Background: an optimization exercise with open tools, aiming at small area and a short achievable clock period. Do not read the settings as production practice.
RTL that was checked went through simulation tests only; none was proved equivalent to the original.
Function not checked in runs 1 to 3: the RTL went through the layout flow alone.
Power figures rest on the tool's default switching activity, not on a simulated workload.

==> flow/design.v <==
module ks_addr(input wire [31:0] a, b, output wire [31:0] s);
wire [31:0] x;
wire [31:0] g0, t0, g1, t1, g2, t2, g3, t3, g4, t4, g5;
genvar i;
generate
    for (i = 0; i < 32; i = i + 1) begin : l0
        c_xor2  ux (.a(a[i]), .b(b[i]), .y(x[i]));
        c_nand2 ug (.a(a[i]), .b(b[i]), .y(g0[i]));
        c_nor2  ut (.a(a[i]), .b(b[i]), .y(t0[i]));
    end
    for (i = 0; i < 32; i = i + 1) begin : l1
        if (i < 1) begin : p
            c_inv ug (.a(g0[i]), .y(g1[i]));
        end else begin : c
            c_o21ai ug (.a1(t0[i]), .a2(g0[i-1]), .b1(g0[i]), .y(g1[i]));
            if (i >= 2) begin : tt
                c_nor2 ut (.a(t0[i]), .b(t0[i-1]), .y(t1[i]));
            end
        end
    end
    for (i = 0; i < 32; i = i + 1) begin : l2
        if (i < 2) begin : p
            c_inv ug (.a(g1[i]), .y(g2[i]));
        end else begin : c
            c_a21oi ug (.a1(t1[i]), .a2(g1[i-2]), .b1(g1[i]), .y(g2[i]));
            if (i >= 4) begin : tt
                c_nand2 ut (.a(t1[i]), .b(t1[i-2]), .y(t2[i]));
            end
        end
    end
    for (i = 0; i < 32; i = i + 1) begin : l3
        if (i < 4) begin : p
            c_inv ug (.a(g2[i]), .y(g3[i]));
        end else begin : c
            c_o21ai ug (.a1(t2[i]), .a2(g2[i-4]), .b1(g2[i]), .y(g3[i]));
            if (i >= 8) begin : tt
                c_nor2 ut (.a(t2[i]), .b(t2[i-4]), .y(t3[i]));
            end
        end
    end
    for (i = 0; i < 32; i = i + 1) begin : l4
        if (i < 8) begin : p
            c_inv ug (.a(g3[i]), .y(g4[i]));
        end else begin : c
            c_a21oi ug (.a1(t3[i]), .a2(g3[i-8]), .b1(g3[i]), .y(g4[i]));
            if (i >= 16) begin : tt
                c_nand2 ut (.a(t3[i]), .b(t3[i-8]), .y(t4[i]));
            end
        end
    end
    for (i = 0; i < 32; i = i + 1) begin : l5
        if (i < 16) begin : p
            c_inv ug (.a(g4[i]), .y(g5[i]));
        end else begin : c
            c_o21ai ug (.a1(t4[i]), .a2(g4[i-16]), .b1(g4[i]), .y(g5[i]));
        end
    end
    assign s[0] = x[0];
    for (i = 1; i < 32; i = i + 1) begin : sm
        c_xor2 us (.a(x[i]), .b(g5[i-1]), .y(s[i]));
    end
endgenerate
endmodule
module mips(
    input  wire        clk, reset,
    output wire [31:0] pc,
    input  wire [31:0] instruction,
    output wire        mem_write,
    output wire [31:0] writeData,
    input  wire [31:0] readData,
    output wire [31:0] Result
);
wire [5:0]  op  = instruction[31:26];
wire [5:0]  fn  = instruction[5:0];
wire [4:0]  ra1 = instruction[25:21];
wire [4:0]  ra2 = instruction[20:16];
wire [4:0]  rd  = instruction[15:11];
wire [15:0] imm = instruction[15:0];
wire is_r    = ~op[5] & ~op[3] & ~op[2] & ~op[1];    
wire is_beq  = ~op[5] & ~op[3] &  op[2];             
wire is_j    = ~op[5] & ~op[3] & ~op[2] &  op[1];    
wire is_jal  = is_j & op[0];                         
wire is_lw   =  op[5] & ~op[3];                      
wire is_sw   =  op[5] &  op[3];                      
wire is_iop  = ~op[5] &  op[3];                      
wire is_addi = is_iop & ~op[2];                      
wire is_ori  = is_iop &  op[2] & ~op[1];             
wire is_lui  = is_iop &  op[1];                      
wire is_alur = is_r & fn[5];                         
wire is_jr   = is_r & ~fn[5];                        
reg  [31:0] rf [1:31];
wire [31:0] rs_v, rt_v;
wire [32*31-1:0] rf_flat;
genvar g;
generate
    for (g = 1; g < 32; g = g + 1) begin : flat
        assign rf_flat[32*(g-1) +: 32] = rf[g];
    end
endgenerate
rport p1 (.ra(ra1), .d(rf_flat), .y(rs_v));
rport p2 (.ra(ra2), .d(rf_flat), .y(rt_v));
integer i;
wire [31:0] immx = is_r ? 32'd4 : {{16{imm[15]}}, imm};
wire [31:0] addr;
ks_addr aadd (.a(rs_v), .b(immx), .s(addr));
wire        sub  = fn[1] | is_beq;                   
wire [31:0] bx   = rt_v ^ {32{sub}};
wire [31:0] sum;
wire        cout, pall;
ks_add32 add (.a(rs_v), .b(bx), .cin(sub), .s(sum), .cout(cout), .pall(pall));
wire        ltu  = ~cout;
wire [31:0] lb  = is_ori ? {16'd0, imm} : rt_v;
wire s_sum  = is_alur & ~fn[2] & ~fn[3];            
wire s_and  = is_alur & fn[2] & ~fn[0];
wire s_or   = (is_alur & fn[2] & fn[0]) | is_ori;
wire s_slt  = is_alur & fn[3];
wire [31:0] wd = (addr & {32{is_addi}})
               | (sum & {32{s_sum}})
               | ((rs_v & rt_v) & {32{s_and}})
               | ((rs_v | lb) & {32{s_or}})
               | {31'd0, ltu & s_slt}
               | ({imm, 16'd0} & {32{is_lui}})
               | (readData & {32{is_lw}})
               | (pc & {32{is_jal}});
wire       we = is_alur | is_iop | is_lw | is_jal;
wire [4:0] wa = is_jal ? 5'd31 : is_r ? rd : ra2;
always @(posedge clk)
    for (i = 1; i < 32; i = i + 1)
        if (we && wa == i) rf[i] <= wd;
reg  [31:0] pc_q;
wire [29:0] pc4   = pc_q[31:2] + 30'd1;
wire [29:0] pcbr  = pc4 + {{14{imm[15]}}, imm};
wire        taken = is_beq & pall;
wire [31:0] pc_next = is_j  ? {pc4[29:26], instruction[25:0], 2'b00}
                    : is_jr ? addr
                    : taken ? {pcbr, 2'b00}
                    :         {pc4, 2'b00};
always @(posedge clk, posedge reset)
    if (reset) pc_q <= 32'd0;
    else       pc_q <= pc_next;
assign pc        = pc_q;
assign mem_write = is_sw;
assign writeData = rt_v;
assign Result    = addr;
endmodule
module ks_add32(input wire [31:0] a, b, input wire cin,
                output wire [31:0] s, output wire cout, output wire pall);
wire [31:0] p0 = a ^ b;
wire [31:0] g0 = (a & b) | {31'd0, p0[0] & cin};
wire [31:0] g1, p1, g2, p2, g3, p3, g4, p4, g5, p5;
assign g1 = g0 | (p0 & {g0[30:0], 1'b0});
assign p1 = p0 & {p0[30:0], 1'b1};
assign g2 = g1 | (p1 & {g1[29:0], 2'b0});
assign p2 = p1 & {p1[29:0], 2'b11};
assign g3 = g2 | (p2 & {g2[27:0], 4'b0});
assign p3 = p2 & {p2[27:0], 4'hf};
assign g4 = g3 | (p3 & {g3[23:0], 8'b0});
assign p4 = p3 & {p3[23:0], 8'hff};
assign g5 = g4 | (p4 & {g4[15:0], 16'b0});
assign p5 = p4 & {p4[15:0], 16'hffff};
assign s    = p0 ^ {g5[30:0], cin};
assign cout = g5[31];
assign pall = p5[31];
endmodule
module c_inv   (input wire a, output wire y); assign y = ~a; endmodule
module c_nand2 (input wire a, b, output wire y); assign y = ~(a & b); endmodule
module c_nand3 (input wire a, b, c, output wire y); assign y = ~(a & b & c); endmodule
module c_nand4 (input wire a, b, c, d, output wire y); assign y = ~(a & b & c & d); endmodule
module c_nor2  (input wire a, b, output wire y); assign y = ~(a | b); endmodule
module c_xor2  (input wire a, b, output wire y); assign y = a ^ b; endmodule
module c_a22oi (input wire a1, a2, b1, b2, output wire y); assign y = ~((a1 & a2) | (b1 & b2)); endmodule
module c_a21oi (input wire a1, a2, b1, output wire y); assign y = ~((a1 & a2) | b1); endmodule
module c_o21ai (input wire a1, a2, b1, output wire y); assign y = ~((a1 | a2) & b1); endmodule
module rport(input wire [4:0] ra, input wire [32*31-1:0] d, output wire [31:0] y);
wire [4:0] ran;
wire [3:0] lo_n;
wire [7:0] hi_n;
wire [31:0] sel;
genvar i, k;
generate
    for (i = 0; i < 5; i = i + 1) begin : iv
        c_inv u (.a(ra[i]), .y(ran[i]));
    end
    for (i = 0; i < 4; i = i + 1) begin : lo
        c_nand2 u (.a(i[0] ? ra[0] : ran[0]), .b(i[1] ? ra[1] : ran[1]), .y(lo_n[i]));
    end
    for (i = 0; i < 8; i = i + 1) begin : hi
        c_nand3 u (.a(i[0] ? ra[2] : ran[2]), .b(i[1] ? ra[3] : ran[3]),
                   .c(i[2] ? ra[4] : ran[4]), .y(hi_n[i]));
    end
    assign sel[0] = 1'b0;
    for (i = 1; i < 32; i = i + 1) begin : sl
        c_nor2 u (.a(lo_n[i % 4]), .b(hi_n[i / 4]), .y(sel[i]));
    end
    for (k = 0; k < 32; k = k + 1) begin : bt
        wire [3:0]  q;    
        wire [1:0]  r;    
        for (i = 0; i < 3; i = i + 1) begin : g8
            aor8 u (.d({d[32*(8*i+7)+k], d[32*(8*i+6)+k], d[32*(8*i+5)+k], d[32*(8*i+4)+k],
                        d[32*(8*i+3)+k], d[32*(8*i+2)+k], d[32*(8*i+1)+k], d[32*(8*i)+k]}),
                    .s(sel[8*i+8:8*i+1]), .y(q[i]));
        end
        aor8 u3 (.d({1'b0, d[32*30+k], d[32*29+k], d[32*28+k], d[32*27+k], d[32*26+k], d[32*25+k], d[32*24+k]}),
                 .s({1'b0, sel[31:25]}), .y(q[3]));
        c_nor2  u16a (.a(q[0]), .b(q[1]), .y(r[0]));
        c_nor2  u16b (.a(q[2]), .b(q[3]), .y(r[1]));
        c_nand2 uo   (.a(r[0]), .b(r[1]), .y(y[k]));
    end
endgenerate
endmodule
module aor8(input wire [7:0] d, s, output wire y);
assign y = |(d & s);
endmodule
==> flow/run.sh <==
#!/bin/bash
# synth_recipe.tcl (not shown) runs the flow's synth.tcl, then flattens the netlist and writes it again
# the make line also repeats each setting of config.mk as NAME=value (left out here)
make -C /OpenROAD-flow-scripts/flow DESIGN_CONFIG=/design/flow/config.mk WORK_HOME=/design/flow/orfs CLKGATE_MAP_FILE= SYNTH_SCRIPT=/design/flow/synth_recipe.tcl finish
==> flow/config.mk <==
export PLATFORM = sky130hd
export DESIGN_NAME = mips
export DESIGN_NICKNAME = mips
export VERILOG_FILES = /design/flow/design.v
export SDC_FILE = /design/flow/constraint.sdc
export NUM_CORES = 4
export LEC_CHECK = 0
export CAP_MARGIN = 20
export CORE_MARGIN = 2
export CORE_UTILIZATION = 40
export SETUP_SLACK_MARGIN = 1.5
export SLEW_MARGIN = 20
export SYNTH_HIERARCHICAL = 1
export SYNTH_MINIMUM_KEEP_SIZE = 0
==> flow/constraint.sdc <==
create_clock -name core_clock -period 10.0 [get_ports {clk}]
set_input_delay 2.0000 -clock core_clock [delete_from_list [all_inputs] [get_ports {clk}]]
set_output_delay 2.0000 -clock core_clock [all_outputs]
set_load 0.01 [all_outputs]
==> flow_summary.toml, run 1 <==
[run_status]
status = "timing/DRC/antenna clean"

[die]
die_h_um = 359
row_count = 130
core-area_um2 = 125000
initial_utilization_pct = 40.2
dieWidth_um = 359
ios = 163
die_area_um2 = 129000

[place]
place_hpwl_um = 140000
io_buffers = 161
place_area_um2 = 57000
place_congestion = 1.05

[power_and_ir_drop]
p_leak_nw = 20.3
ir_drop_v = 0.000161
finalPower_w = 0.0124
power_density_nw_per_um2 = 201

[synthesis]
yosysWarnings = 8
synth.distinct_cells = 88
ys_seq_area_share_pct = 60.7
synth_flop_cell = "edfxtp_1"
syn_area_per_cell_um2 = 12.2
syn_area_um2 = 50400
syn_inst = 4116
synth-seq-cells = 1024
synth_edf_count = 992
synthArstFlopShare_pct = 3.13

[layout]
final_nets = 4850
design_area_um2 = 61500
final_util_pct = 49.0
syn2layout_area_growth_pct = 21.9
fillers = 11000
drive_gt1_share_pct = 14.9

[clock_tree]
htreeDepth = 3
clk_latency_ps = 750
cts_tree = "yes"
cts-hold-fix-buffers = 0
clockBufferDepth = 3
clk_pin_slew_ps = 50
cts-root-buf = "clkbuf_16"
cts_made_buffers = 103
clock_sinks = 1024

[global_route]
gr-max-usage-layer = "met2"
gr-total-overflow = 0
grt_pass1_wl_um = 298000
gr-usage-met1_pct = 41.7
grtUsageMet2_pct = 48.2
globalRouteMet3Util_pct = 8.40
grt_use_total_pct = 32.2
antenna_found_initial = 9
grt_max_degree = 33
grt_pass1_vias = 40400

[sta]
setup_tns_ps = 0
skew_ps = 73.5
slew_violations = 0
max_freq_mhz = 117
tightest_slew_ps = 1130
final-hold-violation-count = 0
finalSetupViolCount = 0
rsz0062_at_grt = "yes"
min_period_over_period_pct = 85.5
relSlewSlack_pct = 24.5
period_minus_slack_ps = 8550

[critical_path]
start_kind = "input port"
required_ps = 8000
worst-path-max-fanout = 32
critPathCaptureType = "output pin"
path_class = "input port to output pin"
cp.arrival_ps = 6550

[routing]
wl_per_cell_um = 33.3
drtIter0Drc = 6560
antenna_left = 0
num_vias = 43100
routed_via_density = 6.69
wirelength_um = 215000
dr.pass1.iters = 10
drc = 0

[flow_run]
maxCapViolCount = 0

[min_path]
hp-class = "register to register"
cell usage after synthesis (all sizes together) (21+ instances only):
master	count	share of area (%)
a22oi	1026	15
edfxtp	992	59
nor2	383	2.9
nand2	367	2.8
nand4	281	3.5
o21ai	142	1.4
a21oi	137	1.8
xor2	91	1.6
xnor2	78	1.4
nand3	77	0.77
ha	69	1.7
inv	61	0.45
clkbuf	49	0.46
a221o	33	0.66
a222oi	32	0.64
dfrtp	32	1.6
a21o	26	0.39
nor2b	22	0.28
nor3	21	0.25
cells in the final DEF, fill, tap and decap left out, types with 58 or more instances in the layout:
cell type        count
xnor2_1             77
clkbuf_16          104
buf_4              229
nor2_4              89
o21ai_0             64
conb_1             128
nand2_1            347
a22oi_1           1026
nand4_1            279
nand3_1             69
nor2_1             261
o21ai_1             73
clkdlybuf4s50_1    157
a21oi_1             83
xor2_1              68
edfxtp_1           992
ha_1                69
inv_1               58
per-module statistics from Yosys (local to each module, per instance):
module,cells inside,times used,flops+latches
aor8,5,256,0
c_a21oi,1,52,0
c_inv,1,41,0
c_nand2,1,145,0
c_nand3,1,16,0
c_nor2,1,272,0
c_o21ai,1,72,0
c_xor2,1,63,0
ks_add32,257,1,0
ks_addr,1,1,0
mips,1915,1,1024
rport,1,2,0
final cells by class:
class / count / area (µm²) / share of cell area [%]
clock inverter: 67 / 905 / 1.47
multi-input combinational: 3089 / 20900 / 33.9
timing repair buffer: 433 / 4120 / 6.71
inverter: 61 / 229 / 0.373
antenna: 5 / 12.5 / 0.0204
sequential: 1024 / 30600 / 49.8
clock buffer: 123 / 2670 / 4.35
tap: 1650 / 2060 / 3.36
power breakdown:
part / total [W] / switching [W] / internal, W
sequential: 0.00510 / 0.000160 / 0.00494
clock: 0.00413 / 0.00172 / 0.00241
combinational: 0.00313 / 0.00206 / 0.00108
registers in the layout, summed over array words and instances (netlist names):
register and count:
rf 992, pc_q 32
metal layers:
| layer | share of wire [%] | routed length [µm] |
|---|---|---|
| met5 | 0.023 | 50 |
| met4 | 7.5 | 16000 |
| met3 | 12 | 25900 |
| met2 | 43 | 92700 |
| met1 | 37 | 80000 |
stage by stage:
| step | setup slack (ps) | hold slack [ps] | std cells |
|---|---|---|---|
| 3_5_place_dp | 626 | 778 | 6220 |
| 4_1_cts | 1460 | 786 | 6443 |
| 3_3_place_gp | 646 | 756 | 6220 |
| 5_1_grt | 1480 | 861 | 6447 |
| 6_report | 1450 | 782 | 6452 |
| 2_1_floorplan | 1890 | 701 | 4242 |
cell families (layout without fill, tap and decap cells):
group           after synthesis  in the layout  share of synthesized area, %
compound gates             1502           1502                          21.9
simple gates               1214           1214                          11.4
flops                      1024           1024                          60.7
xor+xnor                    169            169                          2.97
buf+inv                     129            684                          1.15
fa+ha+maj                    72             72                          1.83
mux                           4              4                        0.0794
other cells                   2            133                        0.0149
worst paths after layout:
check                              startpoint                   to  slack (ps)  cells past startpoint
max                           instruction[25]           Result[31]        1450                     18
min                        pc_q[31]$_DFF_PP0_   pc_q[31]$_DFF_PP0_         780                      3
max reg2reg                rf[6][0]$_DFFE_PP_  rf[4][26]$_DFFE_PP_        4250                     18
min reg2reg                pc_q[31]$_DFF_PP0_   pc_q[31]$_DFF_PP0_         780                      3
max in group asynchronous               reset    pc_q[0]$_DFF_PP0_        7940                      3
min in group asynchronous               reset   pc_q[10]$_DFF_PP0_        1670                      3
critical path: stages:
cell and delay, ps:
clkdlybuf4s50_1 640, inv_2 160, nand3_2 240, nor2_4 70
buf_12 190, a22oi_1 220, nand4_1 280, nor2_1 540
nand2_1 330, buf_4 270, nand2_1 100, o21ai_1 80
a21oi_2 130, o21ai_1 100, a21oi_2 100, o21ai_1 100
xor2_2 350, clkdlybuf4s50_1 620
repair_timing:
action	4_1_cts	5_1_grt
resized for setup	66	51
endpoints found under the setup margin	29	106
pin swaps	12	12
buffers inserted	33	1
endpoints found under the hold margin	0	0
==> run 2, diff against run 1 <==
==> flow/flow/run.sh (new file) <==
#!/bin/bash
# The standard layout (standard synthesis unchanged), with three changes:
# the resizer may swap cells of any footprint, non-critical gates are
# downsized after global routing, and ports get small buffers that the
# resizer upsizes where timing needs it. make's full output goes to make.log;
# every step's own log stays under orfs/logs.
set -euo pipefail
bash standard.sh MATCH_CELL_FOOTPRINT=0 RECOVER_POWER=100 \
    "BUFFER_PORTS_ARGS=-buffer_cell sky130_fd_sc_hd__buf_1" finish > make.log 2>&1
==> flow/standard.sh (new file) <==
#!/bin/bash
# synth_recipe.tcl (not shown) runs the flow's synth.tcl, then flattens the netlist and writes it again
# the make line also repeats each setting of config.mk as NAME=value (left out here)
make -C /OpenROAD-flow-scripts/flow DESIGN_CONFIG=/design/flow/config.mk WORK_HOME=/design/flow/orfs CLKGATE_MAP_FILE= SYNTH_SCRIPT=/design/flow/synth_recipe.tcl "${@:-finish}"
--- a/flow/config.mk
+++ b/flow/config.mk
@@ -8,7 +8,7 @@
 export CAP_MARGIN = 20
 export CORE_MARGIN = 2
 export CORE_UTILIZATION = 40
-export SETUP_SLACK_MARGIN = 1.5
+export SETUP_SLACK_MARGIN = 2.5
 export SLEW_MARGIN = 20
 export SYNTH_HIERARCHICAL = 1
 export SYNTH_MINIMUM_KEEP_SIZE = 0
removed: flow/run.sh
==> flow_summary.toml, run 2 <==
[run_status]
status = "finished with violations"
so_faults = "max-capacitance violations, max-slew violations"

[power_and_ir_drop]
clkPwrFrac_pct = 32.0
p_int_w = 0.00798
pwr-share-comb_pct = 24.8
p_sw_share_pct = 32.4
ir_drop_v = 0.000147
p_sw_w = 0.00383
p_leak_nw = 19.7
seqPwrFrac_pct = 43.2
power_density_nw_per_um2 = 196

[clock_tree]
clk_pin_slew_ps = 60
htreeDepth = 3
clock_sinks = 1024
cts_tree = "yes"
cts-root-buf = "clkbuf_16"
clockBufferDepth = 3
clk_latency_ps = 700
cts_made_buffers = 104

[place]
place_hpwl_um = 138000
place_area_um2 = 55500
io_buffers = 161
place_congestion = 1.08

[global_route]
gr-total-overflow = 0
grt_max_degree = 44
antenna_found_initial = 4
grt_pass1_wl_um = 295000
grt_use_total_pct = 31.9
grt_pass1_vias = 39700

[layout]
final_common_cell = "a22oi_1"
syn2layout_area_growth_pct = 19.6
top_register = "rf"
drive_gt1_share_pct = 14.3
fillers = 11200
final_util_pct = 48.1
largestRegisters = "rf: 992 flops, pc_q: 32 flops"
largest_reg_flops = 992
final_cell_mix = "a22oi_1, edfxtp_1, nand2_1"
design_area_um2 = 60300
final_nets = 4851

[synthesis]
syn_area_per_cell_um2 = 12.2
synth_most_common_cell = "a22oi_1"
synthSimpleGateAreaFrac_pct = 11.4
ys_seq_area_share_pct = 60.7
synth-xor-area-share_pct = 2.97
synthDominantCellAreaShare_pct = 59.1
synthArstFlopShare_pct = 3.13
synth.distinct_cells = 88
yosysWarnings = 8
synth_flop_cell = "edfxtp_1"
synth-seq-cells = 1024
syn_area_um2 = 50400
synth_common_cells = "a22oi_1, edfxtp_1, nor2_1"
synth_top_family_by_area = "compound AO/OA/AOI/OAI gates"
synth_adder_area_share_pct = 1.83
synthTopCellsByArea = "edfxtp_1, a22oi_1, nand4_1, nor2_1, nand2_1"
synth_top_area_cell = "edfxtp_1"
synth_edf_count = 992
synth_compound_area_share_pct = 21.9
syn_inst = 4116
synth.area.mux_share_pct = 0.0794

[routing]
drc = 0
wirelength_um = 214000
wl_per_cell_um = 33.2
antenna_left = 0
routed_via_density = 6.74
drtIter0Drc = 7161
dr.pass1.iters = 7
num_vias = 43500

[critical_path]
critPathCaptureType = "register"
cp.arrival_ps = 9190
required_ps = 10340
path_class = "input port to register"
worst-path-max-fanout = 31
r2r-start = "rf[6][0]$_DFFE_PP_"
crit_path_start = "instruction[17]"
ff2ff_setup_slack_ps = 4210
start_kind = "input port"

[min_path]
hp-class = "register to register"
min_from = "pc_q[31]$_DFF_PP0_"

[sta]
slew_violations = 1283
relSlewSlack_pct = -91.3
tightest_slew_ps = 2870
rsz0062_at_grt = "yes"
max_freq_mhz = 113
finalSetupViolCount = 0
final-hold-violation-count = 0
setup_tns_ps = 0
period_minus_slack_ps = 8850
skew_ps = 47.5
min_period_over_period_pct = 88.5

[die]
die_h_um = 359
core-area_um2 = 125000
row_count = 130
ios = 163
dieWidth_um = 359
die_area_um2 = 129000
initial_utilization_pct = 40.2

[flow_run]
maxCapViolCount = 40
[run 2: cell counts after synthesis]
Identical to the previous run, type by type.
[run 2: metal layers]
layer,track usage [%],share of wire [%]
met3,7.66,13
met5,0,0.0051
met4,19.3,7.7
met2,47.7,43
met1,42.1,36
[run 2: area by class of cell]
class | count | area (µm²) | share of cell area [%]
antenna | 6 | 15.0 | 0.0249
clock buffer | 140 | 2800 | 4.65
clock inverter | 47 | 428 | 0.710
inverter | 61 | 234 | 0.388
multi-input combinational | 3090 | 21100 | 34.9
sequential | 1024 | 30600 | 50.8
tap | 1650 | 2060 | 3.43
timing repair buffer | 432 | 3080 | 5.11
[run 2: worst paths after layout]
path | cells after the start | end
max | 24 | rf[4][31]$_DFFE_PP_
min | 3 | pc_q[31]$_DFF_PP0_
max reg2reg | 15 | rf[4][6]$_DFFE_PP_
min reg2reg | 3 | pc_q[31]$_DFF_PP0_
max in group asynchronous | 3 | pc_q[30]$_DFF_PP0_
min in group asynchronous | 3 | pc_q[13]$_DFF_PP0_
[run 2: logic make-up (layout without fill, tap and decap cells)]
kind of cell / count (synthesis) / in the layout
fa+ha+maj: 72 / 72
simple gates: 1214 / 1215
flops: 1024 / 1024
compound gates: 1502 / 1502
mux: 4 / 4
other cells: 2 / 134
xor+xnor: 169 / 169
buf+inv: 129 / 680
[run 2: worst max-delay path, cell delays in order]
cell and delay, ps:
buf_1 70, clkbuf_1 580, inv_1 160, nand2_1 100, clkbuf_1 870, nor2_4 80, buf_4 350, a22oi_1 210
nand4_1 330, nor2_1 640, nand2_1 380, xnor2_1 230, ha_1 400, and3_4 270, and2_0 260, a32oi_2 410
nand2_1 170, a31o_1 290, a311oi_1 270, a21oi_1 80, nand2_1 180, nand3_1 190, a221o_1 310, buf_4 250
[run 2: power by group through the flow]
| stage | logic (W) | clock network (W) | registers, W |
|---|---|---|---|
| floorplan | 0.00159 | 0 | 0.00513 |
| global placement | 0.00267 | 0 | 0.00517 |
| detailed placement | 0.00268 | 0 | 0.00517 |
| CTS | 0.00282 | 0.00381 | 0.00508 |
| global route | 0.00307 | 0.00397 | 0.00510 |
| finish | 0.00293 | 0.00378 | 0.00510 |
[run 2: stage by stage]
step	std cells	total power [W]	setup WS, ps	hold slack (ps)
2_1_floorplan	4242	0.00672	2630	701
3_3_place_gp	6168	0.00784	1120	812
3_5_place_dp	6168	0.00785	1080	832
4_1_cts	6431	0.0117	2480	838
5_1_grt	6445	0.0121	1220	889
6_report	6450	0.0118	1150	856
[run 2: repair_timing]
| item | in CTS | in global routing |
|---|---|---|
| endpoints found under the setup margin | 614 | 589 |
| cloned | 1 | 0 |
| hold buffers | 0 | 0 |
| gates resized for setup | 185 | 76 |
| pin swaps | 51 | 38 |
| buffers inserted | 75 | 13 |
[run 2: per-module statistics from Yosys (local to each module, per instance)]
| module | cells | flops+latches |
|---|---|---|
| mips | 1915 | 1024 |
| c_inv | 1 | 0 |
| aor8 | 5 | 0 |
| rport | 1 | 0 |
| c_o21ai | 1 | 0 |
| ks_addr | 1 | 0 |
| c_nand3 | 1 | 0 |
| c_nor2 | 1 | 0 |
| ks_add32 | 257 | 0 |
| c_a21oi | 1 | 0 |
| c_xor2 | 1 | 0 |
| c_nand2 | 1 | 0 |
==> run 3, diff against run 2 <==
--- a/flow/design.v
+++ b/flow/design.v
@@ -200,8 +200,8 @@
                         d[32*(8*i+3)+k], d[32*(8*i+2)+k], d[32*(8*i+1)+k], d[32*(8*i)+k]}),
                     .s(sel[8*i+8:8*i+1]), .y(q[i]));
         end
-        aor8 u3 (.d({1'b0, d[32*30+k], d[32*29+k], d[32*28+k], d[32*27+k], d[32*26+k], d[32*25+k], d[32*24+k]}),
-                 .s({1'b0, sel[31:25]}), .y(q[3]));
+        aor7 u3 (.d({d[32*30+k], d[32*29+k], d[32*28+k], d[32*27+k], d[32*26+k], d[32*25+k], d[32*24+k]}),
+                 .s(sel[31:25]), .y(q[3]));
         c_nor2  u16a (.a(q[0]), .b(q[1]), .y(r[0]));
         c_nor2  u16b (.a(q[2]), .b(q[3]), .y(r[1]));
         c_nand2 uo   (.a(r[0]), .b(r[1]), .y(y[k]));
@@ -211,3 +211,6 @@
 module aor8(input wire [7:0] d, s, output wire y);
 assign y = |(d & s);
 endmodule
+module aor7(input wire [6:0] d, s, output wire y);
+assign y = |(d & s);
+endmodule
--- a/flow/config.mk
+++ b/flow/config.mk
@@ -8,6 +8,8 @@
 export CAP_MARGIN = 20
 export CORE_MARGIN = 2
 export CORE_UTILIZATION = 40
+export CTS_CLUSTER_DIAMETER = 80
+export CTS_CLUSTER_SIZE = 24
 export SETUP_SLACK_MARGIN = 2.5
 export SLEW_MARGIN = 20
 export SYNTH_HIERARCHICAL = 1
==> flow_summary.toml, run 3 <==
[run_status]
status = "finished with violations"
so_faults = "max-capacitance violations, max-slew violations"

[layout]
final_nets = 4707
largestRegisters = "rf: 992 flops, pc_q: 32 flops"
largest_reg_flops = 992
final_common_cell = "edfxtp_1"
drive_gt1_share_pct = 16.7
final_cell_mix = "edfxtp_1, a22oi_1, nand2_1"
stdcell_count = 6228
top_register = "rf"
syn2layout_area_growth_pct = 17.8
final_util_pct = 47.6

[die]
initial_utilization_pct = 40.4
die_area_um2 = 128000
core-area_um2 = 124000
die_h_um = 358
ios = 163
row_count = 129
dieWidth_um = 358

[clock_tree]
clockBufferDepth = 3
htreeDepth = 2
clk_latency_ps = 720
cts-hold-fix-buffers = 0
clk_pin_slew_ps = 90
cts_made_buffers = 52
clock_sinks = 1024
cts-root-buf = "clkbuf_16"
cts_tree = "yes"

[global_route]
antenna_found_initial = 4
grt_use_total_pct = 33.1
grt_max_degree = 34
grt_pass1_wl_um = 298000
grt_pass1_vias = 39000
gr-total-overflow = 0

[min_path]
hp-class = "register to register"

[critical_path]
required_ps = 10240
cp.arrival_ps = 8990
crit_path_top_delay_cell = "a221o_1"
path_class = "input port to register"
start_kind = "input port"
cpPeakStageDelay_ps = 1370
worst-path-max-fanout = 31
critPathCaptureType = "register"
path_buf_inv = 3
path_cells = "buf_1 > buf_4 > inv_1 > nand3_1 > nor2_1 > a22oi_1 > nand4_1 > nor2_1 > nand2_1 > xnor2_1 > fa_1 > fa_1 > a211oi_1 > o21ai_0 > a31o_2 > a21o_1 > xor2_1 > nand2_1 > nand3_1 > a221o_1"
critPathTopFamily = "simple AND/OR/NAND/NOR gates"

[place]
place_congestion = 1.07
placed_cells = 5971
place_hpwl_um = 140000
io_buffers = 161

[routing]
drtIter0Drc = 7614
wl_per_cell_um = 35.8
routed_via_density = 6.96
drc = 0
wirelength_um = 223000
antenna_left = 0
num_vias = 43400
dr.pass1.iters = 17

[sta]
setup_tns_ps = 0
slew_violations = 1337
period_minus_slack_ps = 8750
finalSetupViolCount = 0
relSlewSlack_pct = -90.4
rsz0062_at_grt = "yes"
max_freq_mhz = 114
final-hold-violation-count = 0
min_period_over_period_pct = 87.5
tightest_slew_ps = 2860
skew_ps = 45.0

[synthesis]
ys_seq_area_share_pct = 61.2
synth_edf_count = 992
synth_top_area_cell = "edfxtp_1"
synthDominantCellAreaShare_pct = 59.6
synth-seq-cells = 1024
synth.distinct_cells = 87
syn_area_per_cell_um2 = 12.3
syn_inst = 4050
synthTopCellsByArea = "edfxtp_1, a22oi_1, nor2_1, nand2_1, nand4_1"
synth_flop_cell = "edfxtp_1"
synthArstFlopShare_pct = 3.13
yosysWarnings = 8
synth_common_cells = "edfxtp_1, a22oi_1, nor2_1"
syn_area_um2 = 50000
synth_most_common_cell = "edfxtp_1"

[power_and_ir_drop]
p_leak_nw = 19.0
power_density_nw_per_um2 = 180
ir_drop_v = 0.000146
finalPower_w = 0.0106

[flow_run]
maxCapViolCount = 41
## run 3: changes by cell type in the layout (fill, tap and decap cells not counted), moves of 28 or more
cell and delta:
nor2_1 -28, clkbuf_16 -50, buf_4 +68, a22oi_1 -137, conb_1 -128, nand4_1 -64
nand3_1 +61, a222oi_1 +64
## run 3: modules after synthesis (local to each module, per instance), excerpt
module | cells inside | area, µm²
aor7 | 4 | 30.0
c_xor2 | 1 | 8.76
ks_addr | 1 | 7.51
c_o21ai | 1 | 5.00
aor8 | 5 | 36.3
c_nand2 | 1 | 3.75
c_inv | 1 | 3.75
mips | 1915 | 36100
c_a21oi | 1 | 8.76
ks_add32 | 257 | 1870
c_nand3 | 1 | 5.00
## run 3: power by group
part           switching (W)  internal (W)
Clock                0.00143      0.000997
Sequential          0.000162       0.00494
Combinational        0.00216      0.000938
## run 3: layout make-up
class | instances | area (µm²)
Clock buffer | 59 | 1360
Timing Repair Buffer | 511 | 3730
Tap cell | 1637 | 2050
Inverter | 61 | 245
Clock inverter | 11 | 168
Multi-Input combinational cell | 2919 | 20700
Sequential cell | 1024 | 30600
Antenna cell | 6 | 15.0
Fill cell | 11300 | 64900
## run 3: timing repair
action                                  in CTS  in global routing
cloned                                      15                 11
setup buffers                               70                 85
endpoints found under the setup margin     623                493
gates resized for setup                    218                182
pin swaps                                   75                 94
## run 3: metal layers
| metal | track usage [%] | wire, µm |
|---|---|---|
| met2 | 49.4 | 95400 |
| met5 | 0 | 18 |
| met3 | 8.70 | 29600 |
| met4 | 20.7 | 18400 |
| met1 | 43.0 | 79500 |
## run 3: cells by family (layout without fill, tap and decap cells)
kind of cell | Yosys count | count (layout) | share of synthesized area (%)
buffers and inverters | 129 | 642 | 1.16
adder cells (fa/ha/maj) | 72 | 72 | 1.85
flip-flops | 1024 | 1024 | 61.2
AO/OA/AOI/OAI | 1438 | 1438 | 21.4
AND/OR/NAND/NOR | 1214 | 1236 | 11.3
multiplexers | 4 | 4 | 0.0801
other | 0 | 6 | 0
XOR/XNOR | 169 | 169 | 2.99
## run 3: final timing paths
kind                                     startpoint                   to  slack [ps]  cells after the start
worst max-delay path                instruction[19]  rf[13][8]$_DFFE_PP_        1250                     20
worst min-delay path              pc_q[2]$_DFF_PP0_    pc_q[2]$_DFF_PP0_         870                      3
worst max register to register  rf[9][16]$_DFFE_PP_   pc_q[20]$_DFF_PP0_        4120                     16
worst min register to register    pc_q[2]$_DFF_PP0_    pc_q[2]$_DFF_PP0_         870                      3
max in group asynchronous                     reset    pc_q[0]$_DFF_PP0_        6840                      3
min in group asynchronous                     reset   pc_q[21]$_DFF_PP0_        2000                      3
## run 3: tightest hold or removal path, cell delays in order (launching register included)
cell and delay, ps:
dfrtp_1 550, o211ai_1 140, o21ai_0 80, o21ai_0 70
## run 3: per-stage QoR
stage / setup WS [ps] / hold WS, ps / instance area (µm²)
2_1_floorplan: 2630 / 701 / 50000
3_3_place_gp: 1090 / 804 / 54600
3_5_place_dp: 1060 / 819 / 54600
4_1_cts: 2500 / 828 / 57800
5_1_grt: 1240 / 904 / 58900
6_report: 1250 / 871 / 58900
==> run 4, diff against run 3 <==
--- a/flow/design.v
+++ b/flow/design.v
@@ -1,11 +1,16 @@
-module ks_addr(input wire [31:0] a, b, output wire [31:0] s);
+module ks32 #(parameter HAS_CIN = 0)
+            (input wire [31:0] a, b, input wire cin, output wire [31:0] s, output wire co);
 wire [31:0] x;
 wire [31:0] g0, t0, g1, t1, g2, t2, g3, t3, g4, t4, g5;
 genvar i;
 generate
     for (i = 0; i < 32; i = i + 1) begin : l0
         c_xor2  ux (.a(a[i]), .b(b[i]), .y(x[i]));
-        c_nand2 ug (.a(a[i]), .b(b[i]), .y(g0[i]));
+        if (i == 0 && HAS_CIN) begin : gc
+            c_majn ug (.a(a[i]), .b(b[i]), .c(cin), .y(g0[i]));
+        end else begin : gg
+            c_nand2 ug (.a(a[i]), .b(b[i]), .y(g0[i]));
+        end
         c_nor2  ut (.a(a[i]), .b(b[i]), .y(t0[i]));
     end
     for (i = 0; i < 32; i = i + 1) begin : l1
@@ -55,11 +60,19 @@
             c_o21ai ug (.a1(t4[i]), .a2(g4[i-16]), .b1(g4[i]), .y(g5[i]));
         end
     end
-    assign s[0] = x[0];
+    if (HAS_CIN) begin : s0c
+        c_xor2 us (.a(x[0]), .b(cin), .y(s[0]));
+    end else begin : s0
+        assign s[0] = x[0];
+    end
+    assign co = g5[31];
     for (i = 1; i < 32; i = i + 1) begin : sm
         c_xor2 us (.a(x[i]), .b(g5[i-1]), .y(s[i]));
     end
 endgenerate
+endmodule
+module eq32(input wire [31:0] a, b, output wire y);
+assign y = (a == b);
 endmodule
 module mips(
     input  wire        clk, reset,
@@ -102,12 +115,14 @@
 integer i;
 wire [31:0] immx = is_r ? 32'd4 : {{16{imm[15]}}, imm};
 wire [31:0] addr;
-ks_addr aadd (.a(rs_v), .b(immx), .s(addr));
-wire        sub  = fn[1] | is_beq;                   
+wire        aco;
+ks32 #(.HAS_CIN(0)) aadd (.a(rs_v), .b(immx), .cin(1'b0), .s(addr), .co(aco));
+wire        sub  = fn[1];                            
 wire [31:0] bx   = rt_v ^ {32{sub}};
 wire [31:0] sum;
 wire        cout, pall;
-ks_add32 add (.a(rs_v), .b(bx), .cin(sub), .s(sum), .cout(cout), .pall(pall));
+ks32 #(.HAS_CIN(1)) add (.a(rs_v), .b(bx), .cin(sub), .s(sum), .co(cout));
+eq32 cmp (.a(rs_v), .b(rt_v), .y(pall));
 wire        ltu  = ~cout;
 wire [31:0] lb  = is_ori ? {16'd0, imm} : rt_v;
 wire s_sum  = is_alur & ~fn[2] & ~fn[3];            
@@ -143,25 +158,6 @@
 assign writeData = rt_v;
 assign Result    = addr;
 endmodule
-module ks_add32(input wire [31:0] a, b, input wire cin,
-                output wire [31:0] s, output wire cout, output wire pall);
-wire [31:0] p0 = a ^ b;
-wire [31:0] g0 = (a & b) | {31'd0, p0[0] & cin};
-wire [31:0] g1, p1, g2, p2, g3, p3, g4, p4, g5, p5;
-assign g1 = g0 | (p0 & {g0[30:0], 1'b0});
-assign p1 = p0 & {p0[30:0], 1'b1};
-assign g2 = g1 | (p1 & {g1[29:0], 2'b0});
-assign p2 = p1 & {p1[29:0], 2'b11};
-assign g3 = g2 | (p2 & {g2[27:0], 4'b0});
-assign p3 = p2 & {p2[27:0], 4'hf};
-assign g4 = g3 | (p3 & {g3[23:0], 8'b0});
-assign p4 = p3 & {p3[23:0], 8'hff};
-assign g5 = g4 | (p4 & {g4[15:0], 16'b0});
-assign p5 = p4 & {p4[15:0], 16'hffff};
-assign s    = p0 ^ {g5[30:0], cin};
-assign cout = g5[31];
-assign pall = p5[31];
-endmodule
 module c_inv   (input wire a, output wire y); assign y = ~a; endmodule
 module c_nand2 (input wire a, b, output wire y); assign y = ~(a & b); endmodule
 module c_nand3 (input wire a, b, c, output wire y); assign y = ~(a & b & c); endmodule
@@ -171,6 +167,7 @@
 module c_a22oi (input wire a1, a2, b1, b2, output wire y); assign y = ~((a1 & a2) | (b1 & b2)); endmodule
 module c_a21oi (input wire a1, a2, b1, output wire y); assign y = ~((a1 & a2) | b1); endmodule
 module c_o21ai (input wire a1, a2, b1, output wire y); assign y = ~((a1 | a2) & b1); endmodule
+module c_majn  (input wire a, b, c, output wire y); assign y = ~((a & b) | (c & (a | b))); endmodule
 module rport(input wire [4:0] ra, input wire [32*31-1:0] d, output wire [31:0] y);
 wire [4:0] ran;
 wire [3:0] lo_n;
==> flow/flow/run.sh (replaced) <==
#!/bin/bash
# The standard layout (standard synthesis unchanged), with two changes:
# the resizer may swap cells of any footprint, and ports get small buffers
# that the resizer upsizes where timing needs it. make's full output goes to make.log;
# every step's own log stays under orfs/logs.
set -euo pipefail
bash standard.sh MATCH_CELL_FOOTPRINT=0 \
    "BUFFER_PORTS_ARGS=-buffer_cell sky130_fd_sc_hd__buf_1" finish > make.log 2>&1
--- a/flow/config.mk
+++ b/flow/config.mk
@@ -8,9 +8,7 @@
 export CAP_MARGIN = 20
 export CORE_MARGIN = 2
 export CORE_UTILIZATION = 40
-export CTS_CLUSTER_DIAMETER = 80
-export CTS_CLUSTER_SIZE = 24
-export SETUP_SLACK_MARGIN = 2.5
+export SETUP_SLACK_MARGIN = 3.5
 export SLEW_MARGIN = 20
 export SYNTH_HIERARCHICAL = 1
 export SYNTH_MINIMUM_KEEP_SIZE = 0
==> flow_summary.toml, run 4 <==
[run_status]
status = "timing/DRC/antenna clean"

[synthesis]
syn_area_um2 = 50400
syn_inst = 4160
syn_area_per_cell_um2 = 12.1
yosysWarnings = 8

[die]
initial_utilization_pct = 40.2
die_area_um2 = 129000
row_count = 130
dieWidth_um = 359
die_h_um = 359
ios = 163
core-area_um2 = 125000

[sta]
period_minus_slack_ps = 7180
setup_tns_ps = 0
max_freq_mhz = 139
hold_slack_ps = 781
tightest_slew_ps = 1070
skew_ps = 39.4
min_period_over_period_pct = 71.8
rsz0062_at_grt = "yes"
relSlewSlack_pct = 28.5
finalSetupViolCount = 0
final-hold-violation-count = 0
slew_violations = 0

[critical_path]
r2r-start = "rf[25][4]$_DFFE_PP_"
path_class = "input port to output pin"
ff2ff_setup_slack_ps = 5190
cp.arrival_ps = 5180
critPathTopFamily = "simple AND/OR/NAND/NOR gates"
path_buf_inv = 6
start_kind = "input port"
crit_path_start = "instruction[23]"
reg2reg_depth = 19
crit_path_top_delay_cell = "nor2_4"
worst-path-max-fanout = 10
critPathCaptureType = "output pin"
required_ps = 8000
timing.rr.end = "rf[12][29]$_DFFE_PP_"
cpPeakStageDelay_ps = 380
path_cells = "buf_12 > inv_8 > nand3_4 > buf_12 > nor2_4 > buf_12 > buf_6 > a22oi_1 > nand4_1 > nor2_4 > nand2_4 > nor2_4 > o21ai_2 > a21oi_2 > o21ai_2 > a21oi_2 > o21ai_2 > xor2_2 > buf_2"

[routing]
num_vias = 45100
wirelength_um = 230000
drtIter0Drc = 7513
routed_via_density = 6.83
antenna_left = 0
drc = 0
wl_per_cell_um = 34.8
dr.pass1.iters = 12

[clock_tree]
cts-hold-fix-buffers = 0
clk_pin_slew_ps = 60
clockBufferDepth = 3
cts_tree = "yes"
clock_sinks = 1024
htreeDepth = 3
cts-root-buf = "clkbuf_16"
cts_made_buffers = 105
clk_latency_ps = 750

[layout]
drive_gt1_share_pct = 27.3
top_register = "rf"
n_antenna_cell = 0
largestRegisters = "rf: 992 flops, pc_q: 32 flops"
syn2layout_area_growth_pct = 28.0
final_nets = 4966
final_common_cell = "edfxtp_1"
final_cell_mix = "edfxtp_1, a22oi_1, buf_4"
stdcell_count = 6600
largest_reg_flops = 992

[global_route]
gr-total-overflow = 0
grt_max_degree = 50
grt_use_total_pct = 33.9
grt_pass1_vias = 42400
grt_pass1_wl_um = 313000
antenna_found_initial = 6

[min_path]
hold_end = "pc_q[11]$_DFF_PP0_"
min_from = "pc_q[11]$_DFF_PP0_"
hp-class = "register to register"
hold_path_depth = 3

[flow_run]
maxCapViolCount = 0

[place]
place_congestion = 1.02
place_hpwl_um = 143000
io_buffers = 161
placed_cells = 6134

[power_and_ir_drop]
p_leak_nw = 21.5
ir_drop_v = 0.000148
power_density_nw_per_um2 = 194
-- run 4: worst max-delay path by stage --
| stage | cells past startpoint | to | slack [ps] |
|---|---|---|---|
| floorplan | 14 | Result[22] | 3530 |
| global placement | 17 | Result[30] | 1060 |
| detailed placement | 17 | Result[30] | 1020 |
| CTS | 18 | Result[31] | 3000 |
| global route | 19 | Result[29] | 2790 |
| finish | 19 | Result[21] | 2820 |
-- run 4: tightest hold or removal path: cells and delay by family, from the launching register on --
kind	cells	cell delay [ps]
AOI/OAI and AO/OA	1	70
and+or+nand+nor	1	70
xor gates and xnor gates	1	140
DFF	1	450
-- run 4: report_power, final --
part / internal [W] / total, W / switching (W)
combinational: 0.00110 / 0.00343 / 0.00232
sequential: 0.00493 / 0.00504 / 0.000116
clock: 0.00230 / 0.00405 / 0.00174
total: 0.00833 / 0.0125 / 0.00419
-- run 4: through the flow --
stage	utilization (%)	worst slack, ps	instance area (µm²)	power, W
detailed placement	44.1	1020	55400	0.00790
CTS	50.4	3000	63300	0.0123
finish	51.5	2820	64500	0.0125
global route	51.5	2790	64500	0.0129
global placement	44.1	1060	55300	0.00789
floorplan	-	3530	50700	0.00672
-- run 4: cell type report --
class                           count  area [µm²]
Fill cell                       10800       60900
Tap cell                         1650        2060
Clock inverter                     70         797
Sequential cell                  1024       30600
Timing Repair Buffer              643        5410
Multi-Input combinational cell   3006       22600
Inverter                           82         359
Clock buffer                      125        2700
-- run 4: timing repair --
item / CTS / global route
buffers inserted: 195 / 59
gates cloned: 12 / 5
gates resized for setup: 662 / 143
hold endpoints to repair: 0 / 0
pin swaps: 173 / 79
endpoints found under the setup margin: 1022 / 464
-- run 4: layer usage --
metal / vias up / share of wire [%] / global-route usage (%)
li1: 18400 / - / -
met1: 22300 / 36 / 42.7
met2: 3578 / 43 / 51.0
met3: 746 / 13 / 9.26
met4: 12 / 8.0 / 23.3
met5: - / 0.070 / 0.703
==> run 5, diff against run 4 <==
--- a/flow/config.mk
+++ b/flow/config.mk
@@ -8,6 +8,8 @@
 export CAP_MARGIN = 20
 export CORE_MARGIN = 2
 export CORE_UTILIZATION = 40
+export CTS_CLUSTER_DIAMETER = 80
+export CTS_CLUSTER_SIZE = 24
 export SETUP_SLACK_MARGIN = 3.5
 export SLEW_MARGIN = 20
 export SYNTH_HIERARCHICAL = 1
==> flow_summary.toml, run 5 <==
[run_status]
status = "timing/DRC/antenna clean"

[power_and_ir_drop]
power_density_nw_per_um2 = 174
ir_drop_v = 0.000142
p_leak_nw = 20.5

[layout]
top_register = "rf"
largestRegisters = "rf: 992 flops, pc_q: 32 flops"
stdcell_count = 6472
largest_reg_flops = 992
final_common_cell = "edfxtp_1"
final_nets = 4912
syn2layout_area_growth_pct = 23.8
final_util_pct = 49.8
final_cell_mix = "edfxtp_1, a22oi_1, buf_4"
design_area_um2 = 62400
drive_gt1_share_pct = 25.6

[critical_path]
start_kind = "input port"
cpPeakStageDelay_ps = 330
critPathTopFamily = "simple AND/OR/NAND/NOR gates"
cp.arrival_ps = 5200
critPathCaptureType = "output pin"
crit_path_top_delay_cell = "xor2_2"
timing.rr.end = "rf[2][29]$_DFFE_PP_"
r2r-start = "rf[25][4]$_DFFE_PP_"
path_class = "input port to output pin"
required_ps = 8000
worst-path-max-fanout = 19
path_buf_inv = 5
path_cells = "buf_12 > inv_6 > nand3_4 > buf_12 > nor2_4 > buf_12 > a22oi_1 > nand4_1 > nor2_4 > nand2_4 > nor2_4 > nor2_2 > nand2_1 > nor2_1 > nand2_1 > o21ai_2 > xor2_2 > buf_2"
ff2ff_setup_slack_ps = 5300
reg2reg_depth = 18

[routing]
wl_per_cell_um = 35.2
num_vias = 44400
routed_via_density = 6.86
antenna_left = 0
drc = 0
drtIter0Drc = 7436
wirelength_um = 228000
dr.pass1.iters = 9

[sta]
max_freq_mhz = 139
period_minus_slack_ps = 7200
tightest_slew_ps = 1080
finalSetupViolCount = 0
setup_slack_ps = 2800
min_period_over_period_pct = 72.0
setup_tns_ps = 0
slew_violations = 0
relSlewSlack_pct = 27.7
skew_ps = 69.2
rsz0062_at_grt = "yes"
final-hold-violation-count = 0

[synthesis]
syn_inst = 4160
yosysWarnings = 8
syn_area_um2 = 50400
syn_area_per_cell_um2 = 12.1

[clock_tree]
clockBufferDepth = 3
cts_tree = "yes"
clk_pin_slew_ps = 80
clk_latency_ps = 730
cts-root-buf = "clkbuf_16"
cts_made_buffers = 52
htreeDepth = 2
clock_sinks = 1024

[global_route]
grt_max_degree = 50
antenna_found_initial = 5
grt_use_total_pct = 33.8
gr-total-overflow = 0
grt_pass1_wl_um = 311000
grt_pass1_vias = 41900

[place]
place_hpwl_um = 143000
place_area_um2 = 55400
place_congestion = 1.02
io_buffers = 161
placed_cells = 6134
post-place-ws_ps = 1020

[flow_run]
maxCapViolCount = 0

[min_path]
hp-class = "register to register"
min_from = "pc_q[11]$_DFF_PP0_"
hold_end = "pc_q[11]$_DFF_PP0_"
hold_path_depth = 3

[die]
ios = 163
die_area_um2 = 129000
core-area_um2 = 125000
row_count = 130
dieWidth_um = 359
die_h_um = 359
initial_utilization_pct = 40.2
-- run 5: stage by stage --
stage | total power, W | hold slack, ps
floorplan | 0.00672 | 682
global placement | 0.00789 | 743
detailed placement | 0.00790 | 753
CTS | 0.0106 | 769
global route | 0.0112 | 805
finish | 0.0109 | 775
-- run 5: routing by layer --
metal | vias up | part of all wire, % | GRT usage [%]
met2 | 3380 | 43 | 50.6
met5 | - | 0.018 | 0
met3 | 708 | 13 | 9.02
met4 | 6 | 8.1 | 22.8
met1 | 22100 | 36 | 42.9
li1 | 18300 | - | -
-- run 5: timing repair --
| action | CTS | global route |
|---|---|---|
| resized for setup | 692 | 102 |
| pin swaps | 203 | 49 |
| buffers inserted | 205 | 48 |
| hold buffers | 0 | 0 |
| setup endpoints to repair | 1023 | 423 |
| cloned | 13 | 4 |
-- run 5: worst max-delay path by stage --
stage | start | endpoint | slack [ps] | depth (start not counted)
2_1_floorplan | instruction[23] | Result[22] | 3530 | 14
5_1_grt | instruction[22] | Result[27] | 2790 | 18
6_report | instruction[24] | Result[21] | 2800 | 18
3_5_place_dp | instruction[23] | Result[30] | 1020 | 17
3_3_place_gp | instruction[23] | Result[30] | 1060 | 17
4_1_cts | instruction[22] | Result[27] | 2990 | 19
-- run 5: tightest hold or removal path, cell delays in order (launching register included) --
cell and delay [ps]:
dfrtp_1 460, xor2_1 140, nand2_1 70, a31oi_1 70
-- run 5: where the power goes --
part / total, W / internal, W / switching, W
logic: 0.00342 / 0.00111 / 0.00232
registers: 0.00503 / 0.00492 / 0.000115
clock network: 0.00240 / 0.000970 / 0.00143
total: 0.0109 / 0.00700 / 0.00386
-- run 5: layout make-up --
class | count | area [µm²]
timing repair buffer | 642 | 5390
multi-input combinational | 3006 | 22500
sequential | 1024 | 30600
inverter | 82 | 362
fill | 10900 | 63000
clock buffer | 53 | 1310
clock inverter | 13 | 179
tap | 1650 | 2060
antenna | 2 | 5.00
==> run 6, diff against run 5 <==
--- a/flow/design.v
+++ b/flow/design.v
@@ -102,7 +102,7 @@
 wire is_alur = is_r & fn[5];                         
 wire is_jr   = is_r & ~fn[5];                        
 reg  [31:0] rf [1:31];
-wire [31:0] rs_v, rt_v;
+wire [31:0] rs_v, rt_v, rs_a, rt_a;
 wire [32*31-1:0] rf_flat;
 genvar g;
 generate
@@ -110,13 +110,13 @@
         assign rf_flat[32*(g-1) +: 32] = rf[g];
     end
 endgenerate
-rport p1 (.ra(ra1), .d(rf_flat), .y(rs_v));
-rport p2 (.ra(ra2), .d(rf_flat), .y(rt_v));
+rport p1 (.ra(ra1), .d(rf_flat), .y(rs_v), .ya(rs_a));
+rport p2 (.ra(ra2), .d(rf_flat), .y(rt_v), .ya(rt_a));
 integer i;
 wire [31:0] immx = is_r ? 32'd4 : {{16{imm[15]}}, imm};
 wire [31:0] addr;
 wire        aco;
-ks32 #(.HAS_CIN(0)) aadd (.a(rs_v), .b(immx), .cin(1'b0), .s(addr), .co(aco));
+ks32 #(.HAS_CIN(0)) aadd (.a(rs_a), .b(immx), .cin(1'b0), .s(addr), .co(aco));
 wire        sub  = fn[1];                            
 wire [31:0] bx   = rt_v ^ {32{sub}};
 wire [31:0] sum;
@@ -155,7 +155,7 @@
     else       pc_q <= pc_next;
 assign pc        = pc_q;
 assign mem_write = is_sw;
-assign writeData = rt_v;
+assign writeData = rt_a;
 assign Result    = addr;
 endmodule
 module c_inv   (input wire a, output wire y); assign y = ~a; endmodule
@@ -168,11 +168,11 @@
 module c_a21oi (input wire a1, a2, b1, output wire y); assign y = ~((a1 & a2) | b1); endmodule
 module c_o21ai (input wire a1, a2, b1, output wire y); assign y = ~((a1 | a2) & b1); endmodule
 module c_majn  (input wire a, b, c, output wire y); assign y = ~((a & b) | (c & (a | b))); endmodule
-module rport(input wire [4:0] ra, input wire [32*31-1:0] d, output wire [31:0] y);
+module rport(input wire [4:0] ra, input wire [32*31-1:0] d, output wire [31:0] y, ya);
 wire [4:0] ran;
 wire [3:0] lo_n;
 wire [7:0] hi_n;
-wire [31:0] sel;
+wire [31:1] sel, selh;
 genvar i, k;
 generate
     for (i = 0; i < 5; i = i + 1) begin : iv
@@ -185,9 +185,9 @@
         c_nand3 u (.a(i[0] ? ra[2] : ran[2]), .b(i[1] ? ra[3] : ran[3]),
                    .c(i[2] ? ra[4] : ran[4]), .y(hi_n[i]));
     end
-    assign sel[0] = 1'b0;
     for (i = 1; i < 32; i = i + 1) begin : sl
-        c_nor2 u (.a(lo_n[i % 4]), .b(hi_n[i / 4]), .y(sel[i]));
+        c_nor2 ul (.a(lo_n[i % 4]), .b(hi_n[i / 4]), .y(sel[i]));
+        c_nor2 uh (.a(lo_n[i % 4]), .b(hi_n[i / 4]), .y(selh[i]));
     end
     for (k = 0; k < 32; k = k + 1) begin : bt
         wire [3:0]  q;    
@@ -195,13 +195,14 @@
         for (i = 0; i < 3; i = i + 1) begin : g8
             aor8 u (.d({d[32*(8*i+7)+k], d[32*(8*i+6)+k], d[32*(8*i+5)+k], d[32*(8*i+4)+k],
                         d[32*(8*i+3)+k], d[32*(8*i+2)+k], d[32*(8*i+1)+k], d[32*(8*i)+k]}),
-                    .s(sel[8*i+8:8*i+1]), .y(q[i]));
+                    .s(k < 16 ? sel[8*i+8:8*i+1] : selh[8*i+8:8*i+1]), .y(q[i]));
         end
         aor7 u3 (.d({d[32*30+k], d[32*29+k], d[32*28+k], d[32*27+k], d[32*26+k], d[32*25+k], d[32*24+k]}),
-                 .s(sel[31:25]), .y(q[3]));
+                 .s(k < 16 ? sel[31:25] : selh[31:25]), .y(q[3]));
         c_nor2  u16a (.a(q[0]), .b(q[1]), .y(r[0]));
         c_nor2  u16b (.a(q[2]), .b(q[3]), .y(r[1]));
         c_nand2 uo   (.a(r[0]), .b(r[1]), .y(y[k]));
+        c_nand2 uoa  (.a(r[0]), .b(r[1]), .y(ya[k]));
     end
 endgenerate
 endmodule
--- a/flow/config.mk
+++ b/flow/config.mk
@@ -7,7 +7,7 @@
 export LEC_CHECK = 0
 export CAP_MARGIN = 20
 export CORE_MARGIN = 2
-export CORE_UTILIZATION = 40
+export CORE_UTILIZATION = 48
 export CTS_CLUSTER_DIAMETER = 80
 export CTS_CLUSTER_SIZE = 24
 export SETUP_SLACK_MARGIN = 3.5
==> flow_summary.toml, run 6 <==
[critical_path]
worst-path-max-fanout = 8
start_kind = "input port"
critPathCaptureType = "output pin"
path_class = "input port to output pin"
required_ps = 8000
cp.arrival_ps = 5260

[global_route]
grt_pass1_vias = 39500
gr-total-overflow = 0
antenna_found_initial = 2
grt_pass1_wl_um = 283000
grt_max_degree = 42
grt_use_total_pct = 36.6

[sta]
min_period_over_period_pct = 72.6
slew_violations = 0
final-hold-violation-count = 0
finalSetupViolCount = 0
rsz0062_at_grt = "yes"
max_freq_mhz = 138
skew_ps = 45.1
relSlewSlack_pct = 26.9
setup_tns_ps = 0
tightest_slew_ps = 1100
period_minus_slack_ps = 7260

[min_path]
hp-class = "register to register"

[clock_tree]
clockBufferDepth = 3
cts_tree = "yes"
clk_pin_slew_ps = 90
htreeDepth = 2
clk_latency_ps = 720
cts-root-buf = "clkbuf_16"
clock_sinks = 1024
cts_made_buffers = 54

[power_and_ir_drop]
clkPwrFrac_pct = 23.0
power_density_nw_per_um2 = 175
p_int_w = 0.00700
seqPwrFrac_pct = 46.9
p_leak_nw = 20.2
p_sw_w = 0.00370
pwr-share-comb_pct = 30.1
ir_drop_v = 0.000156
p_sw_share_pct = 34.6

[routing]
wl_per_cell_um = 33.3
num_vias = 43500
dr.pass1.iters = 9
wirelength_um = 207000
drc = 0
routed_via_density = 7.00
drtIter0Drc = 6392
antenna_left = 0

[synthesis]
yosysWarnings = 8
syn_area_per_cell_um2 = 11.9
syn_area_um2 = 50900
syn_inst = 4286

[layout]
top_register = "rf"
final_common_cell = "edfxtp_1"
final_cell_mix = "edfxtp_1, a22oi_1, nand2_1"
largestRegisters = "rf: 992 flops, pc_q: 32 flops"
design_area_um2 = 61000
final_nets = 4890
syn2layout_area_growth_pct = 20.0
drive_gt1_share_pct = 22.9
largest_reg_flops = 992
stdcell_count = 6203

[die]
core-area_um2 = 105000
initial_utilization_pct = 48.3
dieWidth_um = 330
ios = 163
die_area_um2 = 109000
die_h_um = 330
row_count = 119

[place]
place_area_um2 = 54900
io_buffers = 161
placed_cells = 5993
place_congestion = 1.03
place_hpwl_um = 130000

[run_status]
status = "timing/DRC/antenna clean"

[flow_run]
maxCapViolCount = 0
## run 6: through the flow
| stage | utilization [%] | power [W] | hold slack, ps | setup slack [ps] |
|---|---|---|---|---|
| after CTS | 56.5 | 0.0104 | 717 | 2900 |
| final | 58.0 | 0.0107 | 726 | 2740 |
| after global placement | 52.1 | 0.00770 | 707 | 1440 |
| after global routing | 58.0 | 0.0110 | 760 | 2700 |
| after detailed placement | 52.1 | 0.00771 | 702 | 1430 |
| after floorplan | - | 0.00674 | 682 | 3550 |
## run 6: timing repair
| item | 4_1_cts | 5_1_grt |
|---|---|---|
| gates cloned | 14 | 5 |
| hold buffers | 0 | 0 |
| pin swaps | 189 | 133 |
| resized for setup | 660 | 232 |
| setup endpoints to repair | 931 | 564 |
| setup buffers | 69 | 38 |
## run 6: final timing paths
kind | from | to | slack, ps | cells after the start
max | instruction[23] | Result[17] | 2740 | 18
max in group asynchronous | reset | pc_q[31]$_DFF_PP0_ | 8220 | 3
min | pc_q[22]$_DFF_PP0_ | pc_q[22]$_DFF_PP0_ | 730 | 3
min in group asynchronous | reset | pc_q[29]$_DFF_PP0_ | 1400 | 3
max reg2reg | pc_q[8]$_DFF_PP0_ | pc_q[31]$_DFF_PP0_ | 5550 | 14
min reg2reg | pc_q[22]$_DFF_PP0_ | pc_q[22]$_DFF_PP0_ | 730 | 3
## run 6: layout make-up
| type | count | area, µm² |
|---|---|---|
| Fill cell | 8680 | 44200 |
| Sequential cell | 1024 | 30600 |
| Multi-Input combinational cell | 3127 | 23000 |
| Timing Repair Buffer | 497 | 3730 |
| Tap cell | 1391 | 1740 |
| Clock buffer | 63 | 1400 |
| Inverter | 82 | 330 |
| Clock inverter | 16 | 214 |
| Antenna cell | 3 | 7.51 |
## run 6: metal layers
layer	track usage, %	share of wire, %	vias to the layer above
met5	0	0	-
met4	23.2	7.4	0
met3	6.59	11	550
met2	55.3	45	2959
met1	48.9	37	21600
li1	-	-	18300
## run 6: power groups by stage
stage / logic, W / clock network (W) / registers, W
after floorplan: 0.00163 / 0 / 0.00511
after global placement: 0.00259 / 0 / 0.00511
after detailed placement: 0.00260 / 0 / 0.00511
after CTS: 0.00295 / 0.00249 / 0.00501
after global routing: 0.00339 / 0.00263 / 0.00502
final: 0.00322 / 0.00247 / 0.00502
## run 6: worst max-delay path, stage by stage
cell and delay, ps:
buf_12 110, clkinvlp_4 140, nand3_4 240, buf_6 220, nor2_4 240, buf_12 210, a22oi_2 60, nand4_1 230
nor2_4 110, nand2_4 120, nor2_4 60, nor2_2 240, nand2_1 180, nor2_1 270, nand2_1 130, o21ai_2 220
xor2_2 240, buf_2 180
==> run 7, diff against run 6 <==
--- a/flow/config.mk
+++ b/flow/config.mk
@@ -7,10 +7,10 @@
 export LEC_CHECK = 0
 export CAP_MARGIN = 20
 export CORE_MARGIN = 2
-export CORE_UTILIZATION = 48
+export CORE_UTILIZATION = 40
 export CTS_CLUSTER_DIAMETER = 80
 export CTS_CLUSTER_SIZE = 24
-export SETUP_SLACK_MARGIN = 3.5
+export SETUP_SLACK_MARGIN = 4.2
 export SLEW_MARGIN = 20
 export SYNTH_HIERARCHICAL = 1
 export SYNTH_MINIMUM_KEEP_SIZE = 0
==> flow_summary.toml, run 7 <==
[run_status]
status = "timing/DRC/antenna clean"

[clock_tree]
htreeDepth = 2
clk_latency_ps = 730
clk_pin_slew_ps = 80
cts-root-buf = "clkbuf_16"
clockBufferDepth = 3
clock_sinks = 1024
cts_made_buffers = 53
cts-hold-fix-buffers = 0
cts_tree = "yes"

[flow_run]
maxCapViolCount = 0

[critical_path]
path_buf_inv = 6
worst-path-max-fanout = 8
path_class = "input port to output pin"
crit_path_top_delay_cell = "o21ai_2"
path_depth = 19
start_kind = "input port"
cp.arrival_ps = 5290
cpPeakStageDelay_ps = 290
path_cells = "buf_12 > clkinvlp_4 > nand3_4 > buf_12 > nor2_4 > buf_8 > a22oi_1 > nand4_1 > nor2_4 > buf_12 > nand2_4 > nor2_4 > nor2_2 > nand2_1 > nor2_1 > a21oi_4 > o21ai_2 > xor2_2 > buf_2"
reg2reg_depth = 16
critPathTopFamily = "simple AND/OR/NAND/NOR gates"
required_ps = 8000
critPathCaptureType = "output pin"

[power_and_ir_drop]
ir_drop_v = 0.000147
p_int_w = 0.00726
finalPower_w = 0.0112
seqPwrFrac_pct = 44.8
p_sw_w = 0.00395
p_leak_nw = 22.3
p_sw_share_pct = 35.2
power_density_nw_per_um2 = 169
pwr-share-comb_pct = 33.1
clkPwrFrac_pct = 22.1

[sta]
finalSetupViolCount = 0
skew_ps = 51.0
tightest_slew_ps = 1250
period_minus_slack_ps = 7290
max_freq_mhz = 137
setup_tns_ps = 0
hold_slack_ps = 800
slew_violations = 0
relSlewSlack_pct = 16.6
rsz0062_at_grt = "yes"
min_period_over_period_pct = 72.9
final-hold-violation-count = 0

[routing]
routed_via_density = 6.77
num_vias = 45600
wirelength_um = 225000
drc = 0
wl_per_cell_um = 33.4
drtIter0Drc = 8146
dr.pass1.iters = 9
antenna_left = 0

[die]
die_area_um2 = 130000
row_count = 130
dieWidth_um = 361
die_h_um = 361
initial_utilization_pct = 40.4
core-area_um2 = 126000
ios = 163

[layout]
final_nets = 5173
largestRegisters = "rf: 992 flops, pc_q: 32 flops"
fillers = 10600
largest_reg_flops = 992
drive_gt1_share_pct = 34.0
final_cell_mix = "edfxtp_1, a22oi_1, buf_4"
final_common_cell = "edfxtp_1"
top_register = "rf"
syn2layout_area_growth_pct = 30.7
register_area_um2 = 30600
multi_input_area_um2 = 24500

[global_route]
grt_pass1_wl_um = 306000
antenna_found_initial = 8
grt_use_total_pct = 32.7
grt_pass1_vias = 41900
gr-total-overflow = 0
grt_max_degree = 42

[synthesis]
syn_area_um2 = 50900
syn_area_per_cell_um2 = 11.9
syn_inst = 4286
yosysWarnings = 8

[place]
io_buffers = 161
place_hpwl_um = 141000
place_congestion = 1.00

[min_path]
hold_path_depth = 3
hp-class = "register to register"
## run 7: path summary, 6_finish.rpt
kind	start	end	slack (ps)
hold reg to reg	pc_q[22]$_DFF_PP0_	pc_q[22]$_DFF_PP0_	800
min in group asynchronous	reset	pc_q[31]$_DFF_PP0_	1360
setup reg to reg	rf[17][9]$_DFFE_PP_	rf[1][12]$_DFFE_PP_	5490
setup / recovery	instruction[23]	Result[28]	2710
max in group asynchronous	reset	pc_q[3]$_DFF_PP0_	8270
hold / removal	pc_q[22]$_DFF_PP0_	pc_q[22]$_DFF_PP0_	800
## run 7: timing repair
| item | in CTS | in global routing |
|---|---|---|
| pin swaps | 335 | 242 |
| setup endpoints to repair | 1086 | 943 |
| gates resized for setup | 1132 | 470 |
| buffers inserted | 242 | 96 |
| gates cloned | 40 | 17 |
## run 7: power by group through the flow
stage / sequential [W] / combinational, W / clock, W
2_1_floorplan: 0.00511 / 0.00163 / 0
3_3_place_gp: 0.00512 / 0.00269 / 0
3_5_place_dp: 0.00512 / 0.00269 / 0
4_1_cts: 0.00502 / 0.00322 / 0.00247
5_1_grt: 0.00504 / 0.00389 / 0.00261
6_report: 0.00503 / 0.00371 / 0.00247
## run 7: final cells by class
class / instances / share of cell area, %
Clock inverter: 12 / 0.329
Antenna cell: 4 / 0.0151
Inverter: 82 / 0.540
Timing Repair Buffer: 779 / 11.2
Tap cell: 1650 / 3.10
Sequential cell: 1024 / 46.0
Multi-Input combinational cell: 3129 / 36.8
Clock buffer: 55 / 2.01
## run 7: worst min-delay path, stage by stage, from the launching register on
cell and delay (ps):
dfrtp_1 460, xnor2_1 150, nand2_1 70, a31oi_1 80
## run 7: stage by stage
| step | utilization (%) | setup WS (ps) | instance area [µm²] | instances |
|---|---|---|---|---|
| detailed placement | 44.0 | 1200 | 55400 | 6268 |
| global placement | 44.0 | 1220 | 55300 | 6264 |
| global route | 52.8 | 2690 | 66500 | 6734 |
| floorplan | - | 3550 | 50900 | 4286 |
| CTS | 50.4 | 2920 | 63400 | 6617 |
| finish | 52.8 | 2710 | 66500 | 6735 |
## run 7: layer usage
| layer | up-vias | track usage, % | wire, µm |
|---|---|---|---|
| li1 | 18900 | - | - |
| met1 | 22600 | 43.8 | 83000 |
| met2 | 3527 | 49.1 | 97800 |
| met3 | 553 | 7.81 | 29100 |
| met4 | 8 | 17.1 | 14800 |
| met5 | - | 0 | 46 |

==> static timing again, ports no longer ideal <==
The flow's constraints put no driver on any port. The routed layouts listed below were extracted and timed again, unchanged, in two steps. Step 1 (the two cells are an assumption about what drives the block):
set clk [get_ports {clk}]
set_driving_cell -lib_cell sky130_fd_sc_hd__clkbuf_16 $clk
set_driving_cell -lib_cell sky130_fd_sc_hd__buf_2 [delete_from_list [all_inputs] $clk]
Step 2 also shifts input and output timing later by t, the mid clock arrival at the registers, as if the neighbouring blocks saw the same clock. Slacks: ideal / step 1 / step 2; pairs: ideal / step 1.
run	shift t [ns]	slack for setup (ns)	worst setup path after step 2
run 1	0.783	1.449 / 1.419 / 0.837	input to register
run 2	0.748	1.152 / 1.199 / 0.451	input to register
run 3	0.775	1.252 / 1.219 / 0.532	input to register
run 4	0.811	2.825 / 2.750 / 2.681	input to register
run 5	0.770	2.798 / 2.739 / 2.739	input to output
run 6	0.770	2.744 / 2.695 / 2.695	input to output
run 7	0.790	2.712 / 2.656 / 2.656	input to output
For run 3, which loses most, drivers alone change the setup slack by -0.033 ns; drivers and shift together by -0.720 ns.
